This design comes from an exercise in tuning for small area, a short achievable clock period and few clock cycles per item on the open sky130 flow, not from production work.
At most, simulation tests tie the RTL to the original design; equivalence was not proved.

== alpha ==
// RSA_decrypt
module RSA_decrypt #(parameter WIDTH = 8)(
    input                clk,
    input                rst_n,
    input                start,
    input  [2*WIDTH-1:0] c,
    input  [2*WIDTH-1:0] d,
    input  [2*WIDTH-1:0] n,
    output [2*WIDTH-1:0] m_decrypted,
    output reg           finish
);
For scale: roughly 970 cells after synthesis, ~120 flip-flops, ~68 I/O pins.
==> flow/config.mk <==
export PLATFORM = sky130hd
export DESIGN_NAME = RSA_decrypt
export DESIGN_NICKNAME = RSA_decrypt
export VERILOG_FILES = /design/flow/design.v
export SDC_FILE = /design/flow/constraint.sdc
export NUM_CORES = 4
export LEC_CHECK = 0
export ABC_AREA = 1
export CAP_MARGIN = 20
export CORE_MARGIN = 2
export CORE_UTILIZATION = 40
export CTS_BUF_LIST = sky130_fd_sc_hd__clkbuf_4 sky130_fd_sc_hd__clkbuf_8
export SETUP_SLACK_MARGIN = 2.2
export SLEW_MARGIN = 20
==> flow/constraint.sdc <==
create_clock -name core_clock -period 5.5 [get_ports {clk}]
set_input_delay 1.1000 -clock core_clock [delete_from_list [all_inputs] [get_ports {clk}]]
set_output_delay 1.1000 -clock core_clock [all_outputs]
set_load 0.01 [all_outputs]
standard.sh (not shown) runs the stock make flow with config.mk's settings and CLKGATE_MAP_FILE= SYNTH_SCRIPT=/design/flow/synth_recipe.tcl, a recipe that flattens the netlist after the stock synthesis.
==> flow/flow/run.sh <==
#!/bin/bash
set -e
export BUFFER_PORTS_ARGS="-buffer_cell sky130_fd_sc_hd__buf_1"
bash standard.sh > standard.log 2>&1
alpha completed end to end with timing, DRC and antenna clean.
The inputs of beta differ from those of alpha as listed below.
# alpha
export LEC_CHECK = 0
export ABC_AREA = 1
export CAP_MARGIN = 20
export CORE_MARGIN = 2
export CORE_UTILIZATION = 40
export CTS_BUF_LIST = sky130_fd_sc_hd__clkbuf_4 sky130_fd_sc_hd__clkbuf_8
export SETUP_SLACK_MARGIN = 2.2
export SLEW_MARGIN = 20
create_clock -name core_clock -period 5.5 [get_ports {clk}]
# beta
export LEC_CHECK = 0
export ABC_AREA = 0
export CAP_MARGIN = 20
export CORE_MARGIN = 2
export CORE_UTILIZATION = 40
export CTS_BUF_LIST = sky130_fd_sc_hd__clkbuf_4 sky130_fd_sc_hd__clkbuf_8
export SETUP_SLACK_MARGIN = 2.2
export SLEW_MARGIN = 20
create_clock -name core_clock -period 5.5 [get_ports {clk}]
Results
met2 as the most congested layer reported by global routing was reported by alpha, and met1 by beta. Compare alpha and beta | hold slack higher: beta. Diff alpha -> beta: synthesized cell count moved down, area of the die has increased, critical path depth lower, setup slack went down.
The inputs of gamma differ from those of beta as listed below.
# beta
export LEC_CHECK = 0
export ABC_AREA = 0
export CAP_MARGIN = 20
export CORE_MARGIN = 2
export CORE_UTILIZATION = 40
export CTS_BUF_LIST = sky130_fd_sc_hd__clkbuf_4 sky130_fd_sc_hd__clkbuf_8
export SETUP_SLACK_MARGIN = 2.2
export SLEW_MARGIN = 20
create_clock -name core_clock -period 5.5 [get_ports {clk}]
# gamma
export LEC_CHECK = 0
export ABC_AREA = 1
export CAP_MARGIN = 20
export CORE_MARGIN = 2
export CORE_UTILIZATION = 40
export CTS_BUF_LIST = sky130_fd_sc_hd__clkbuf_4 sky130_fd_sc_hd__clkbuf_8
export SETUP_SLACK_MARGIN = 2.6
export SLEW_MARGIN = 20
create_clock -name core_clock -period 5.5 [get_ports {clk}]
- Cell area | gamma vs beta | gamma larger
- Compared with beta, in gamma portion of the clock cycle consumed by the worst path in the final layout now smaller; fraction of area in registers decreased 1.5 points; routed wire length now sits higher; global placer's final weighted congestion shows an increase of 0.059.
- Area of combinational cells with multiple inputs (gamma over beta): decrease, about 2.4%
No run of this note included a check of the RTL's function; only the layout flow was run.

* * *

The RTL this note starts from:
==> flow/design.v <==
module RSA_decrypt #(parameter WIDTH = 8)(
    input                clk,
    input                rst_n,
    input                start,
    input  [2*WIDTH-1:0] c,
    input  [2*WIDTH-1:0] d,
    input  [2*WIDTH-1:0] n,
    output [2*WIDTH-1:0] m_decrypted,
    output reg           finish
);
localparam IDLE  = 3'd0;
localparam NORM  = 3'd1;
localparam STEP  = 3'd2;
localparam CONV  = 3'd3;
localparam SHIFT = 3'd4;
localparam OP_INIT = 2'd0;
localparam OP_SQ   = 2'd1;
localparam OP_MUL  = 2'd2;
localparam OP_FIX  = 2'd3;
reg  [2:0]  state;
reg  [1:0]  op;
reg  [16:0] r;       
reg  [15:0] a;       
reg  [15:0] nn;      
reg  [16:0] dd;      
reg  [3:0]  k;       
reg  [3:0]  j;       
reg         xb;      
reg         lst;     
reg  [18:0] ws, wc;  
reg         pend;    
assign m_decrypted = r[15:0];
wire [4:0]  eg   = ws[18:14] & wc[18:14];
wire [4:0]  ep   = ws[18:14] ^ wc[18:14];
wire [4:0]  ecy;
assign ecy[0] = 1'b0;
assign ecy[1] = eg[0];
assign ecy[2] = eg[1] | (ep[1] & eg[0]);
assign ecy[3] = eg[2] | (ep[2] & eg[1]) | (ep[2] & ep[1] & eg[0]);
assign ecy[4] = eg[3] | (ep[3] & eg[2]) | (ep[3] & ep[2] & eg[1]) | (ep[3] & ep[2] & ep[1] & eg[0]);
wire [4:0]  west = ep ^ ecy;
wire signed [4:0] ws5 = west;
wire        n14  = nn[14];
wire        qz_e = (west[4:1] == 4'b1111);           
wire        qp_e = !west[4];                         
wire        q2_e = n14 ? ((ws5 < -5'sd5) || (ws5 >= 5'sd4)) : ((ws5 < -5'sd4) || (ws5 >= 5'sd3));
wire        fixs = (op == OP_FIX);                   
wire        addn  = fixs ? r[16] : (!qz_e && !qp_e && !q2_e);    
wire        add2n = !fixs && !qp_e && q2_e;                      
wire        subn  = !fixs && qp_e && !q2_e;                      
wire        sub2n = !fixs && qp_e && q2_e;                       
wire [18:0] x1   = {ws[17:0], 1'b0};
wire [18:0] x2   = {wc[17:0], 1'b0};
wire [18:0] x3   = {{2{r[16]}}, r} & {19{xb}};
wire [18:0] s1   = x1 ^ x2 ^ x3;
wire [18:0] c1   = {(x1[17:0] & x2[17:0]) | (x1[17:0] & x3[17:0]) | (x2[17:0] & x3[17:0]), 1'b0};
wire [18:0] n2   = {2'b00, nn, 1'b0};
wire [18:0] n4   = {1'b0, nn, 2'b00};
wire [18:0] mm   = ({19{addn}} & n2) | ({19{add2n}} & n4) | ({19{subn}} & ~n2) | ({19{sub2n}} & ~n4);
wire [18:0] c1i  = {c1[18:2], pend, subn | sub2n};    
wire [18:0] p2   = s1 ^ c1i;
wire [18:0] g2   = s1 & c1i;
wire [18:0] o2   = s1 | c1i;
wire [18:0] s2   = p2 ^ mm;
wire [18:0] c2   = {(mm[17:0] & o2[17:0]) | g2[17:0], 1'b0};
wire [16:0] vsum = ws[17:1] + wc[17:1];
wire [3:0]  jend  = (op == OP_SQ) ? k : 4'd0;
wire [3:0]  jn    = j - 4'd1;
wire        xnext = (op == OP_SQ) ? r[jn] : (op == OP_MUL) ? a[jn] : 1'b0;
wire        dlast = (dd[15:0] == 16'h8000);
reg  [3:0]  amsb;
integer i;
always @(*) begin
    amsb = 4'd0;
    for (i = 0; i < 16; i = i + 1)
        if (a[i]) amsb = i;
end
wire        go_mul = (state == CONV) && (op != OP_FIX) && dd[16];
wire        go_fix = (state == CONV) && (op != OP_FIX) && !dd[16] && dlast;
wire        go_sq  = (state == CONV) && (op != OP_FIX) && !dd[16] && !dlast;
wire        cv     = (state == CONV) || (state == SHIFT);
wire        ldneg  = cv && go_sq && vsum[16];
wire        ldx1   = cv && (go_sq ? vsum[15] : go_mul ? a[amsb] : 1'b1);
wire [18:0] rx     = {{2{vsum[16]}}, vsum};
always @(posedge clk) begin
    if (state == STEP) begin
        ws   <= s2;
        wc   <= c2;
        pend <= 1'b0;
    end else begin
        ws   <= rx & {19{ldx1}};
        wc   <= {~rx[17:0], 1'b1} & {19{ldneg}};
        pend <= ldneg;
    end
end
always @(posedge clk or negedge rst_n) begin
    if (!rst_n) begin
        state  <= IDLE;
        finish <= 1'b0;
    end else begin
        finish <= 1'b0;
        case (state)
        IDLE:  if (start) state <= NORM;
        NORM:  if ((nn[15] | nn[14]) & (dd[16] | dd[15])) state <= STEP;
        STEP:  if (lst) state <= CONV;
        CONV:  begin
            if (op == OP_FIX) begin
                if (k == 4'd0) begin state <= IDLE; finish <= 1'b1; end
                else state <= SHIFT;
            end else state <= STEP;
        end
        SHIFT: if (k == 4'd1) begin state <= IDLE; finish <= 1'b1; end
        default: state <= IDLE;
        endcase
    end
end
always @(posedge clk) begin
    case (state)
    IDLE: begin                  
        r  <= {1'b0, c};
        a  <= c;
        nn <= n;
        dd <= {d, 1'b1};
        k  <= 4'd0;
    end
    NORM: begin
        if (!nn[15]) begin
            nn <= {nn[14:0], 1'b0};
            k  <= k + 4'd1;
        end
        if (!dd[16]) dd <= {dd[15:0], 1'b0};
        if ((nn[15] | nn[14]) & (dd[16] | dd[15])) begin
            dd[16] <= 1'b0;
            op     <= OP_INIT;
            j      <= k + {3'b000, !nn[15]};
            xb     <= 1'b1;
            lst    <= 1'b0;
        end
    end
    STEP: begin
        if (j == jend) begin
            lst <= 1'b1;
            xb  <= 1'b0;
        end else begin
            j   <= jn;
            xb  <= xnext;
        end
    end
    CONV: begin
        r <= vsum;
        if (go_mul) begin
            dd[16] <= 1'b0;
            op     <= OP_MUL;
            j      <= amsb - 4'd1;
            xb     <= (amsb != 4'd0) & a[amsb - 4'd1];
            lst    <= (amsb == 4'd0);
        end else if (go_fix) begin
            op     <= OP_FIX;
            xb     <= 1'b0;
            lst    <= 1'b1;
        end else if (go_sq) begin
            dd     <= {dd[15:0], 1'b0};
            op     <= OP_SQ;
            j      <= 4'd14;
            xb     <= vsum[14];
            lst    <= 1'b0;
        end
    end
    SHIFT: begin
        r <= vsum;
        k <= k - 4'd1;
    end
    default: ;
    endcase
end
endmodule
==> flow/config.mk <==
export PLATFORM = sky130hd
export DESIGN_NAME = RSA_decrypt
export DESIGN_NICKNAME = RSA_decrypt
export VERILOG_FILES = /design/flow/design.v
export SDC_FILE = /design/flow/constraint.sdc
export NUM_CORES = 4
export LEC_CHECK = 0
export ABC_AREA = 1
export CAP_MARGIN = 20
export CORE_MARGIN = 2
export CORE_UTILIZATION = 40
export CTS_BUF_LIST = sky130_fd_sc_hd__clkbuf_4 sky130_fd_sc_hd__clkbuf_8
export CTS_CLUSTER_DIAMETER = 100
export CTS_CLUSTER_SIZE = 40
export SETUP_SLACK_MARGIN = 2.2
export SLEW_MARGIN = 20
==> flow/constraint.sdc <==
create_clock -name core_clock -period 5.5 [get_ports {clk}]
set_input_delay 1.1000 -clock core_clock [delete_from_list [all_inputs] [get_ports {clk}]]
set_output_delay 1.1000 -clock core_clock [all_outputs]
set_load 0.01 [all_outputs]
Scripts as last shown in full above: flow/flow/run.sh
Testbench counts at the start, summed over its fixed seeds: cycles 4,298, ops 12.
==> next run, changes <==
CTS_CLUSTER_DIAMETER = not set   (was 100)
CTS_CLUSTER_SIZE = not set   (was 40)
PLACE_DENSITY = 0.75   (was not set)
What happened:
- The new run produced a clean layout
- wire length went down by 1.4%
- worst hold slack degrades by 23 ps
- worst setup slack got worse by 56 ps
==> next run, changes <==
CORE_UTILIZATION = 45   (was 40)
PLACE_DENSITY = not set   (was 0.75)
SETUP_SLACK_MARGIN = 2.3   (was 2.2)
What happened: The new run produced a clean layout; cell count is lower by 2.8%; hold slack is worse by 3.1 ps; worst setup slack improved by 140 ps; design area went up by 1.1%; synthesized cell count is unchanged; routed wire length went up by 3.4%.

==> separate check: timing with driven ports <==
In the flow no input, the clock included, has a driving cell. The finished layouts below were timed again as built, in two steps.
Step 1 assumes that a clkbuf_16 drives the clock port and a buf_2 every other input.
Step 2 moves the port delays by t, midway between the first and last clock arrival at a register: inputs arrive t later, outputs are due t later. That takes back most of the time a late clock gives input paths.
Slacks: ideal / step 1 / step 2; pairs: ideal / step 1.
run | shift t [ns] | slack for setup (ns) | worst setup path after step 2
alpha | 0.499 | 2.376 / 2.376 / 2.376 | register to register
beta | 0.482 | 2.217 / 2.217 / 2.217 | register to register
gamma | 0.497 | 2.409 / 2.409 / 2.409 | register to register
the first run of note 2 | 0.486 | 2.358 / 2.358 / 2.358 | register to register
the second run of note 2 | 0.501 | 2.302 / 2.302 / 2.302 | register to register
the third run of note 2 | 0.491 | 2.442 / 2.442 / 2.442 | register to register
After both steps setup and hold are still met in every run listed.
